From an optimization exercise on the open Yosys and OpenROAD flow, aimed at small area; shortcuts taken in it are not production practice.
In this exercise RTL edits were held to simulation tests only and were not proved equivalent to the original.

sierra:
// AudioEffects
module AudioEffects(
input AUD_BCLK,
input rst,
input sw1,
input sw2,
input sw3,
input sw4,
input sw5,
input AUD_ADCDAT,
input AUD_ADCLRCK,
input AUD_DACLRCK,
output AUD_DACDAT
);
wire [15:0] adcL, adcR;
wire dacLoad;
wire phase;         
wire dacBit;
AudioADC myADC(
.AUD_BCLK(AUD_BCLK),
.rst(rst),
.AUD_ADCLRCK(AUD_ADCLRCK),
.AUD_ADCDAT(AUD_ADCDAT),
.dataL(adcL),
.dataR(adcR)
);
reg [143:0] lineL;
reg [143:0] lineR;
reg shiftR;
always @(posedge AUD_BCLK)
begin
	shiftR <= AUD_DACLRCK;
	if (AUD_DACLRCK == 1)
		lineL <= {lineL[127:0], adcL};
	if (shiftR == 1)
		lineR <= {lineR[127:0], adcR};
end
reg [3:0] selD;
always @(posedge AUD_BCLK)
	selD <= {sw5, sw4, sw3, sw2};
wire [3:0] sel = phase ? selD : {sw5, sw4, sw3, sw2};
wire [143:0] x = phase ? lineR : lineL;
wire [15:0] dflt = phase ? adcR : adcL;
wire [15:0] half;
FxCore core(.x(x), .dflt(dflt),
	.lpf(sel == 4'b1000), .hpf(sel == 4'b0100), .comb(sel == 4'b0010), .mavg(sel == 4'b0001),
	.y(half));
AudioDAC myDAC(
.AUD_BCLK(AUD_BCLK),
.rst(rst),
.AUD_DACLRCK(AUD_DACLRCK),
.half(half),
.load(dacLoad),
.loadLo(phase),
.AUD_DACDAT(dacBit)
);
assign AUD_DACDAT = sw1 & dacBit;
endmodule
For scale: roughly 410 flip-flops, ~11 I/O pins, ~19000 µm² of cells after synthesis.
export LEC_CHECK = 0
export CAP_MARGIN = 20
export CORE_MARGIN = 2
export CORE_UTILIZATION = 40
export GPL_TIMING_DRIVEN = 0
export SLEW_MARGIN = 20
create_clock -name core_clock -period 10.0 [get_ports {AUD_BCLK}]
run.sh (not shown) runs the stock make flow with config.mk's settings and CLKGATE_MAP_FILE= SYNTH_SCRIPT=/design/flow/synth_recipe.tcl, a recipe that flattens the netlist after the stock synthesis.
> inputs changed (sierra -> cedar)
-- flow/config.mk --
<<< sierra, line 8
export CAP_MARGIN = 20
export CORE_MARGIN = 2
export CORE_UTILIZATION = 40
export GPL_TIMING_DRIVEN = 0
export SLEW_MARGIN = 20
>>> cedar, line 8
export CAP_MARGIN = 20
export CORE_MARGIN = 2
export CORE_UTILIZATION = 60
export SLEW_MARGIN = 20
Results
Diff sierra and cedar: placement-stage worst setup slack higher in cedar
Any difference in minimum clock period between cedar and sierra is small enough to ignore.
The flow did not stop early for cedar: all stages ran, and the layout cleared the timing, DRC and antenna checks.
Initial core utilization in cedar is 20 points higher than in sierra
Between sierra and cedar, average wire per standard cell increased.
Lower sequential portion of the cell area goes to sierra over cedar.
Looking at area of the die, cedar sits 33% below sierra.
The type of the worst setup path comes out flip-flop to flip-flop in one run and primary input to flip-flop in the other, namely in sierra and cedar respectively.
The ratio of final minimum period to clock period of sierra and that of cedar are within noise of each other.
Summary of the comparison: count of clock-buffer cells in the layout is higher in cedar, relative to sierra.
Between sierra and cedar, the final core area utilization is higher for cedar.
## Diff of input files: juniper against cedar
-- flow/config.mk --
<<< cedar, line 8
export CAP_MARGIN = 20
export CORE_MARGIN = 2
export CORE_UTILIZATION = 60
export SLEW_MARGIN = 20
>>> juniper, line 8
export CAP_MARGIN = 20
export CORE_MARGIN = 2
export CORE_UTILIZATION = 40
export CTS_BUF_LIST = sky130_fd_sc_hd__clkbuf_16
export CTS_CLUSTER_DIAMETER = 100
export CTS_CLUSTER_SIZE = 24
export SLEW_MARGIN = 20
[summary]
Every run (cedar and juniper) finished clean.
From cedar to juniper the numbers moved as follows: final critical-path share of the clock period down 0.24 points; final setup slack of the worst path up 24 ps; delay of the slowest cell on the worst path down 20 ps.
[compare] base=cedar new=juniper: critical path depth went down 9.4%.
Summary — die span in y, juniper relative to cedar: higher, by about 22%.
[compare] base=cedar new=juniper: number of design rule violations left after detail routing saw little to no change, final standard cell utilization of the core lower.
[inputs] harbor vs juniper
-- flow/config.mk --
<<< juniper, line 9
export CORE_MARGIN = 2
export CORE_UTILIZATION = 40
export CTS_BUF_LIST = sky130_fd_sc_hd__clkbuf_16
export CTS_CLUSTER_DIAMETER = 100
export CTS_CLUSTER_SIZE = 24
export SLEW_MARGIN = 20
>>> harbor, line 9
export CORE_MARGIN = 2
export CORE_UTILIZATION = 40
export SLEW_MARGIN = 20
Results
harbor finished end to end and its layout was clean on timing, DRC and antenna. Most used routing layer in global routing: met2 -> harbor, met1 -> juniper. Signal arrival time at the worst endpoint for harbor is higher than for juniper. Diff juniper..harbor | placer's final routability congestion estimate | unchanged. Looking at final wirelength, harbor sits 1.2% higher than juniper does.
--- input diff harbor..nickel ---
-- flow/config.mk --
<<< harbor, line 9
export CORE_MARGIN = 2
export CORE_UTILIZATION = 40
export SLEW_MARGIN = 20
>>> nickel, line 9
export CORE_MARGIN = 2
export CORE_UTILIZATION = 40
export CTS_BUF_LIST = sky130_fd_sc_hd__clkbuf_16
export CTS_CLUSTER_SIZE = 30
export SLEW_MARGIN = 20
==> run notes <==
Any difference in worst path arrival time between nickel and harbor is small enough to ignore. nickel against harbor: critical path depth saw a decrease; hold slack saw little to no change; clock tree cell share of total cell area saw a decrease.
Changes in pepper relative to nickel:
-- flow/config.mk --
<<< nickel, line 9
export CORE_MARGIN = 2
export CORE_UTILIZATION = 40
export CTS_BUF_LIST = sky130_fd_sc_hd__clkbuf_16
export CTS_CLUSTER_SIZE = 30
export SLEW_MARGIN = 20
>>> pepper, line 9
export CORE_MARGIN = 2
export CORE_UTILIZATION = 40
export CTS_BUF_LIST = sky130_fd_sc_hd__clkbuf_8
export CTS_CLUSTER_DIAMETER = 50
export CTS_CLUSTER_SIZE = 20
export SLEW_MARGIN = 20
## What came out
- Diff nickel -> pepper | clock buffer count | down by a few percent
- Layout overhead on the synthesized area, nickel and pepper: smaller value in pepper
- Delta (pepper minus nickel): routed wire length fell about 0.8%, number of global-route vias before repair fell 0.56%, maximum achievable frequency about even, shortest period the worst path allows fell 14 ps.
- In pepper, met3 capacity usage during global routing is higher than in nickel.
- Summary of pepper over nickel: first-iteration DRC count shows no meaningful change, number of nets in the final layout shows no meaningful change.

separate check: timing with driven ports:
Ports are ideal in the flow. The routed layouts listed here were re-timed in OpenROAD. Step 1 assumes that a clkbuf_16 drives the clock port and a buf_2 every other input. Step 2 adds t to the input delays and takes it off the output delays; t is the mean of the earliest and latest rising clock arrival at the registers after step 1. Input paths then give back, and output paths get back, about the clock's delay inside the block. Slacks: ideal ports / drivers / drivers and shift; pairs: ideal ports / drivers.
run	t, ns	setup slack, ns	worst hold slack (ns)	worst setup path after step 2	worst slew at a driven data input, ns
sierra	0.632	0.328 / 0.328 / -0.238	0.326 / 0.326 / 0.326	input to register	0.05
cedar	0.594	0.329 / 0.330 / -0.264	0.327 / 0.327 / 0.327	input to register	0.07
juniper	0.609	0.353 / 0.385 / -0.224	0.345 / 0.345 / 0.345	input to register	0.06
harbor	0.631	0.316 / 0.347 / -0.285	0.336 / 0.336 / 0.336	input to register	0.06
nickel	0.631	0.327 / 0.358 / -0.272	0.337 / 0.337 / 0.337	input to register	0.06
pepper	0.675	0.341 / 0.367 / -0.309	0.348 / 0.348 / 0.348	input to register	0.06
With both steps, setup timing fails in every run listed, where it was met with ideal ports. For pepper, which loses most, drivers alone change the setup slack by +0.026 ns; drivers and shift together by -0.650 ns.
